Source: an optimization exercise on an open RTL-to-GDS flow (aim: small area). Production flows keep margins and buffers that such runs may drop. The RTL was checked by simulation tests, not by an equivalence proof against the original design. No driver is modelled on the clock port, so clock power and skew are understated where the tree is cut down; a real chip needs a root buffer or a tree. Power figures rest on the tool's default switching activity, not on a simulated workload.

==> 12-18 <==
## lab3_2
module lab3_2(
			input[3:0] command,
			input CLK,
			input mode,
			output reg total_time1,
			output reg [3:0] total_time0,
			output reg total_cost1,
			output reg [3:0] total_cost0,
			output reg [3:2] coord_x,
			output reg [1:0] coord_y,
			output reg warning
    );
wire x1 = coord_x[3], x0 = coord_x[2];
wire y1 = coord_y[1], y0 = coord_y[0];
wire [3:0] c = command;
wire odd  = ~c[3] & c[0];
wire dxp  = c[1] ^ c[2];           
wire dyp  = ~c[2];                 
wire okx  = dxp ? ~x1 : (x1 | x0);
wire oky  = dyp ? ~y1 : (y1 | y0);
wire diag = odd & okx & oky;
wire incx = (diag & dxp)  | (c == 4'd4);
wire decx = (diag & ~dxp) | (c == 4'd8);
wire incy = (diag & dyp)  | (c == 4'd2);
wire decy = (diag & ~dyp) | (c == 4'd6);
wire xz = ~x1 & ~x0;
wire yz = ~y1 & ~y0;
wire [1:0] nx = incx ? {x0, xz} : decx ? {xz, x1} : {x1, x0};
wire [1:0] ny = incy ? {y0, yz} : decy ? {yz, y1} : {y1, y0};
wire k0 = ~c[3] & (c[0] | (~c[2] & ~c[1]));
wire k1 = diag | (~c[0] & (c[3] ? (~c[2] & ~c[1]) : (c[2] | c[1])));
wire [3:0] d = total_cost0;
wire cy1 = d[0] & k0;
wire s0 = d[0] ^ k0;
wire s1 = d[1] ^ k1 ^ cy1;
wire cy2 = (d[1] & k1) | (cy1 & (d[1] | k1));
wire s2 = d[2] ^ cy2;
wire cy3 = d[2] & cy2;
wire s3 = d[3] ^ cy3;
wire cwrap = d[3] & (k1 | (d[0] & k0)) | (d[2] & d[1] & d[0] & k1 & k0);
wire [3:0] t = total_time0;
wire twrap = t[3] & t[0];
always @(posedge CLK)
	if (mode) begin
		warning <= 1'b1;
		coord_x <= 2'd0;
		coord_y <= 2'd0;
		total_time1 <= 1'b0;
		total_time0 <= 4'd0;
		total_cost1 <= 1'b0;
		total_cost0 <= 4'd0;
	end else begin
		warning <= 1'b0;
		coord_x <= nx;
		coord_y <= ny;
  ...
==> module lab3_2, before the edit <==
module lab3_2(
			input[3:0] command,
			input CLK,
			input mode,
			output reg total_time1,
			output reg [3:0] total_time0,
			output reg total_cost1,
			output reg [3:0] total_cost0,
			output reg [3:2] coord_x,
			output reg [1:0] coord_y,
			output reg warning
    );
wire x1 = coord_x[3], x0 = coord_x[2];
wire y1 = coord_y[1], y0 = coord_y[0];
wire [3:0] c = command;
wire odd  = ~c[3] & c[0];
wire dxp  = c[1] ^ c[2];           
wire dyp  = ~c[2];                 
wire okx  = dxp ? ~x1 : (x1 | x0);
wire oky  = dyp ? ~y1 : (y1 | y0);
wire diag = odd & okx & oky;
wire incx = (diag & dxp)  | (c == 4'd4);
wire decx = (diag & ~dxp) | (c == 4'd8);
wire incy = (diag & dyp)  | (c == 4'd2);
wire decy = (diag & ~dyp) | (c == 4'd6);
wire xz = ~x1 & ~x0;
wire yz = ~y1 & ~y0;
wire [1:0] nx = incx ? {x0, xz} : decx ? {xz, x1} : {x1, x0};
wire [1:0] ny = incy ? {y0, yz} : decy ? {yz, y1} : {y1, y0};
wire k0 = ~c[3] & (c[0] | (~c[2] & ~c[1]));
wire k1 = diag | (~c[0] & (c[3] ? (~c[2] & ~c[1]) : (c[2] | c[1])));
wire [3:0] d = total_cost0;
wire cy1 = d[0] & k0;
wire s0 = d[0] ^ k0;
wire s1 = d[1] ^ k1 ^ cy1;
wire cy2 = (d[1] & k1) | (cy1 & (d[1] | k1));
wire s2 = d[2] ^ cy2;
wire cy3 = d[2] & cy2;
wire s3 = d[3] ^ cy3;
wire cwrap = d[3] & (k1 | (d[0] & k0)) | (d[2] & d[1] & d[0] & k1 & k0);
wire [3:0] t = total_time0;
wire twrap = t[3] & t[0];
always @(posedge CLK)
	if (mode) begin
		warning <= 1'b1;
		coord_x <= 2'd0;
		coord_y <= 2'd0;
		total_time1 <= 1'b0;
		total_time0 <= 4'd0;
		total_cost1 <= 1'b0;
		total_cost0 <= 4'd0;
	end else begin
		warning <= 1'b0;
		coord_x <= nx;
		coord_y <= ny;
		total_time1 <= total_time1 ^ twrap;
		total_time0 <= {t[3] ? ~t[0] : (t[2] & t[1] & t[0]),
		                t[2] ^ (t[1] & t[0]),
		                ~t[3] & (t[1] ^ t[0]),
		                ~t[0]};
		total_cost1 <= total_cost1 ^ cwrap;
		total_cost0 <= {~cwrap & s3, ~cwrap & s2, cwrap ? s2 : s1, s0};
	end
endmodule
clock: 30.0 ns
lec_check: 0
cap_margin: 20
core_area: 5 5 65 65
die_area: 0 0 70 70
place_density: 0.9
slew_margin: 20
standard.sh (not shown) runs the stock make flow with config.mk's settings and CLKGATE_MAP_FILE= SYNTH_SCRIPT=/design/flow/synth_recipe.tcl, a recipe that flattens the netlist after the stock synthesis.
==> flow/flow/run.sh <==
#!/bin/bash
# The standard layout (standard.sh) with these changes:
# - synthesis maps with an area-oriented ABC script (flow/area.abc) and
#   without the separate full/half-adder extraction;
# - the port buffers use the smallest buffer cell;
# - the clock tree is one clock buffer driving every flip-flop
#   (flow/cts_collapse.tcl, run after CTS);
# - power recovery (downsizing non-critical cells) after global routing.
set -euo pipefail
here=$(pwd)
export FLOW_ABC_SCRIPT=$here/flow/area.abc
bash standard.sh \
  SYNTH_SCRIPT=$here/flow/synth.tcl \
  ADDER_MAP_FILE= \
  'BUFFER_PORTS_ARGS=-buffer_cell sky130_fd_sc_hd__buf_1' \
  'CTS_ARGS=-sink_clustering_enable -sink_clustering_size 20 -sink_clustering_max_diameter 500 -root_buf sky130_fd_sc_hd__clkbuf_4 -buf_list sky130_fd_sc_hd__clkbuf_4 -dont_use_dummy_load' \
  POST_CTS_TCL=$here/flow/cts_collapse.tcl \
  RECOVER_POWER=100 \
  finish > standard.log 2>&1
==> flow/flow/area.abc <==
strash
&get -n
&deepsyn -T 10 -S 1
&put
dch -f
amap
topo
==> flow/flow/cts_collapse.tcl <==
# POST_CTS hook: drive every clock sink from the root clock buffer. The leaf
# clock buffers CTS made under the root are removed and their loads moved onto
# the root's net; the root is then sized up until the flip-flop clock pins'
# slew is within 110 ps.
set block [ord::get_db_block]
set root [$block findInst clkbuf_0_CLK]
set rootnet [[$root findITerm X] getNet]
foreach it [$rootnet getITerms] {
  set inst [$it getInst]
  if { $inst == $root || [$it isOutputSignal] } { continue }
  set master [[$inst getMaster] getName]
  if { ![string match "sky130_fd_sc_hd__clkbuf_*" $master] } { continue }
  set outnet [[$inst findITerm X] getNet]
  foreach load [$outnet getITerms] {
    if { [$load getInst] == $inst } { continue }
    $load disconnect
    $load connect $rootnet
  }
  puts "cts_collapse: removed [$inst getName]"
  odb::dbInst_destroy $inst
  odb::dbNet_destroy $outnet
}
proc clk_pin_slew { } {
  estimate_parasitics -placement
  set mx 0
  foreach p [get_pins -hierarchical */CLK] {
    set s [get_property $p slew_max]
    if { $s > $mx } { set mx $s }
  }
  return $mx
}
set db [ord::get_db]
foreach size {4 8 16} {
  $root swapMaster [$db findMaster sky130_fd_sc_hd__clkbuf_$size]
  set s [clk_pin_slew]
  puts "cts_collapse: root clkbuf_$size, flip-flop clock slew $s"
  if { $s <= 0.110 } { break }
}
detailed_placement
check_placement -verbose
==> flow/flow/synth.tcl <==
# The standard flow's synthesis script (synth_recipe.tcl), with ABC's technology mapping
# run from an area-oriented script instead of ORFS's speed script.
proc synth {args} { yosys synth -nofsm -noshare {*}$args }
proc abc {args} {
  set i [lsearch $args -script]
  if { $i >= 0 } {
    set args [lreplace $args $i [expr {$i + 1}] -script $::env(FLOW_ABC_SCRIPT)]
  }
  yosys abc {*}$args
}
source $::env(SCRIPTS_DIR)/synth.tcl
# left out here: clear keep_hierarchy, flatten, clean up, hide names made inside functions, write 1_2_yosys.v
==> 12-12: changes against 12-18 <==
==> flow/run.sh (new file) <==
#!/bin/bash
# synth_recipe.tcl (not shown) runs the flow's synth.tcl, then flattens the netlist and writes it again
# the make line also repeats each setting of config.mk as NAME=value (left out here)
make -C /OpenROAD-flow-scripts/flow DESIGN_CONFIG=/design/flow/config.mk WORK_HOME=/design/flow/orfs CLKGATE_MAP_FILE= SYNTH_SCRIPT=/design/flow/synth_recipe.tcl finish
Settings changed: ABC_AREA set to 1, PLACE_DENSITY 0.9 to not set.
removed: flow/flow/run.sh
removed: flow/flow/area.abc
removed: flow/flow/cts_collapse.tcl
removed: flow/flow/synth.tcl
removed: flow/standard.sh
==> 11-26: changes against 12-18 <==
==> flow/design.v (replaced) <==
`timescale 1ns / 1ps
module lab3_2(
			input[3:0] command,
			input CLK,
			input mode,
			output reg total_time1,
			output reg [3:0] total_time0,
			output reg total_cost1,
			output reg [3:0] total_cost0,
			output reg [3:2] coord_x,
			output reg [1:0] coord_y,
			output reg warning
    );
wire n_tt1, n_t0, n_t1, n_t2, n_t3, n_tc1, n_d0, n_d1, n_d2, n_d3, n_x0, n_x1, n_y0, n_y1, n_w;
wire c0 = command[0], c1 = command[1], c2 = command[2], c3 = command[3];
wire m = mode;
wire T1 = total_time1, t0 = total_time0[0], t1 = total_time0[1], t2 = total_time0[2], t3 = total_time0[3];
wire C1 = total_cost1, d0 = total_cost0[0], d1 = total_cost0[1], d2 = total_cost0[2], d3 = total_cost0[3];
wire x0 = coord_x[2], x1 = coord_x[3], y0 = coord_y[0], y1 = coord_y[1];
wire g20 = t3 & t0;
wire g21 = g20 & T1;
wire g22 = ~g20 & ~T1;
wire g23 = ~g22 & ~m;
wire g24 = g23 & ~g21;
wire g25 = ~t0 & ~m;
wire g26 = ~g20 & ~m;
wire g27 = t1 & t0;
wire g28 = ~t1 & ~t0;
wire g29 = ~g28 & ~g27;
wire g30 = g29 & g26;
wire g31 = g27 & ~t2;
wire g32 = ~g27 & ~t3;
wire g33 = g32 & t2;
wire g34 = ~g33 & ~g31;
wire g35 = ~g34 & g26;
wire g36 = ~g31 & g26;
wire g37 = g36 & ~g32;
wire g38 = ~c2 & ~c1;
wire g39 = ~g38 & ~c0;
wire g40 = ~g39 & ~c3;
wire g41 = c2 & c1;
wire g42 = ~g41 & ~g38;
wire g43 = g42 & x1;
wire g44 = ~x1 & ~x0;
wire g45 = g44 & ~g42;
wire g46 = ~g45 & ~g43;
wire g47 = ~y1 & ~y0;
wire g48 = g47 & ~c2;
wire g49 = y1 & c2;
wire g50 = ~g49 & ~g48;
wire g51 = g50 & ~y0;
wire g52 = ~g51 & g46;
wire g53 = ~g52 & g40;
wire g54 = g38 & ~c0;
wire g55 = ~g54 & ~c3;
wire g56 = g54 & c3;
wire g57 = ~g56 & ~g55;
wire g58 = ~g57 & ~m;
wire g59 = g58 & ~g53;
wire g60 = ~g59 & ~d1;
wire g61 = g40 & d0;
wire g62 = g59 & d1;
wire g63 = ~g62 & ~g60;
wire g64 = g63 & ~g61;
wire g65 = ~g64 & ~g60;
wire g66 = g65 & d2;
wire g67 = ~g66 & ~m;
wire g68 = g67 & ~d3;
wire g69 = ~g65 & d3;
wire g70 = ~g69 & g67;
wire g71 = ~g63 & g61;
wire g72 = ~g71 & ~g64;
wire g73 = g72 & ~m;
wire g74 = g73 & ~g70;
wire g75 = ~g74 & ~g68;
wire g76 = ~g75 & ~C1;
wire g77 = g75 & C1;
wire g78 = ~g77 & ~m;
wire g79 = g78 & ~g76;
wire g80 = ~g40 & ~d0;
wire g81 = ~g61 & ~m;
wire g82 = g81 & ~g80;
wire g83 = g72 & ~d3;
wire g84 = ~g83 & g70;
wire g85 = ~g65 & ~d2;
wire g86 = ~g85 & g68;
wire g87 = c1 & ~c0;
wire g88 = ~g87 & g59;
wire g89 = ~g88 & ~m;
wire g90 = g89 & x0;
wire g91 = g46 & ~x0;
wire g92 = g91 & g88;
wire g93 = ~g92 & ~g90;
wire g94 = g42 & x0;
wire g95 = ~g94 & ~g45;
wire g96 = ~g95 & g88;
wire g97 = g89 & x1;
wire g98 = ~g97 & ~g96;
wire g99 = ~c1 & ~c0;
wire g100 = ~g99 & g59;
wire g101 = g100 & ~g50;
wire g102 = ~g100 & ~m;
wire g103 = g102 & y0;
wire g104 = ~g103 & ~g101;
wire g105 = g102 & y1;
wire g106 = ~y0 & ~c2;
wire g107 = ~g47 & c2;
wire g108 = ~g107 & ~g106;
wire g109 = g108 & g100;
wire g110 = ~g109 & ~g105;
assign n_tt1 = g24;
assign n_t0 = g25;
assign n_t1 = g30;
assign n_t2 = g35;
assign n_t3 = g37;
assign n_tc1 = g79;
assign n_d0 = g82;
assign n_d1 = g84;
assign n_d2 = g86;
assign n_d3 = g74;
assign n_x0 = ~g93;
assign n_x1 = ~g98;
assign n_y0 = ~g104;
assign n_y1 = ~g110;
assign n_w = m;
always @(posedge CLK) begin
	warning <= n_w;
	total_time1 <= n_tt1;
	total_time0 <= {n_t3, n_t2, n_t1, n_t0};
	total_cost1 <= n_tc1;
	total_cost0 <= {n_d3, n_d2, n_d1, n_d0};
	coord_x <= {n_x1, n_x0};
	coord_y <= {n_y1, n_y0};
end
endmodule
--- a/flow/flow/run.sh
+++ b/flow/flow/run.sh
@@ -7,2 +7,3 @@
 #   (flow/cts_collapse.tcl, run after CTS);
+# - all pins on the middle of the bottom edge (flow/io_pins.tcl);
 # - power recovery (downsizing non-critical cells) after global routing.
@@ -16,2 +17,3 @@
   'CTS_ARGS=-sink_clustering_enable -sink_clustering_size 20 -sink_clustering_max_diameter 500 -root_buf sky130_fd_sc_hd__clkbuf_4 -buf_list sky130_fd_sc_hd__clkbuf_4 -dont_use_dummy_load' \
+  PRE_IO_PLACEMENT_TCL=$here/flow/io_pins.tcl \
   POST_CTS_TCL=$here/flow/cts_collapse.tcl \
==> flow/flow/area.abc (replaced) <==
strash
dch -f
amap
topo
--- a/flow/flow/cts_collapse.tcl
+++ b/flow/flow/cts_collapse.tcl
@@ -32,3 +32,3 @@
 set db [ord::get_db]
-foreach size {4 8 16} {
+foreach size {2 4 8 16} {
   $root swapMaster [$db findMaster sky130_fd_sc_hd__clkbuf_$size]
==> flow/flow/io_pins.tcl (new file) <==
# PRE_IO_PLACEMENT hook: put every pin on the bottom edge, near its middle,
# so the design's cells (and its flip-flops) sit close together.
set die [[ord::get_db_block] getDieArea]
set w [expr {[$die dx] / 1000.0}]
set lo [expr {$w / 2 - 15}]
set hi [expr {$w / 2 + 15}]
set_io_pin_constraint -pin_names [get_ports *] -region bottom:$lo-$hi
==> notes <==
In clock skew, 11-26 and 12-18 hardly differ.
Combinational power, lowest first: 12-18, 11-26, 12-12.
Hold slack: 12-12 > 12-18 > 11-26.
The lowest critical path depth belongs to 12-12, the highest to 11-26.

==> port drivers added, routing unchanged <==
In the flow no input, the clock included, has a driving cell. The finished layouts below were timed again as built, in two steps.
Step 1: set_driving_cell puts a clkbuf_16 on CLK and a buf_2 on each other input, an assumption about the parent block.
Step 2 also shifts input and output timing later by t, the mid clock arrival at the registers, as if the neighbouring blocks saw the same clock.
Slacks: no drivers / after step 1 / after step 2; pairs: no drivers / after step 1.
run | t (ns) | setup slack, ns | worst hold slack (ns) | worst setup path at the end
12-18 | 0.171 | 21.327 / 21.315 / 21.145 | 0.474 / 0.474 / 0.474 | input to register
12-12 | 0.304 | 21.897 / 21.892 / 21.587 | 0.487 / 0.487 / 0.487 | input to register
11-26 | 0.166 | 21.534 / 21.530 / 21.364 | 0.470 / 0.470 / 0.470 | input to register
After both steps every run listed still meets setup and hold. The setup slack of 12-12, which loses most, moves by -0.005 ns with the drivers and by -0.310 ns with both steps.
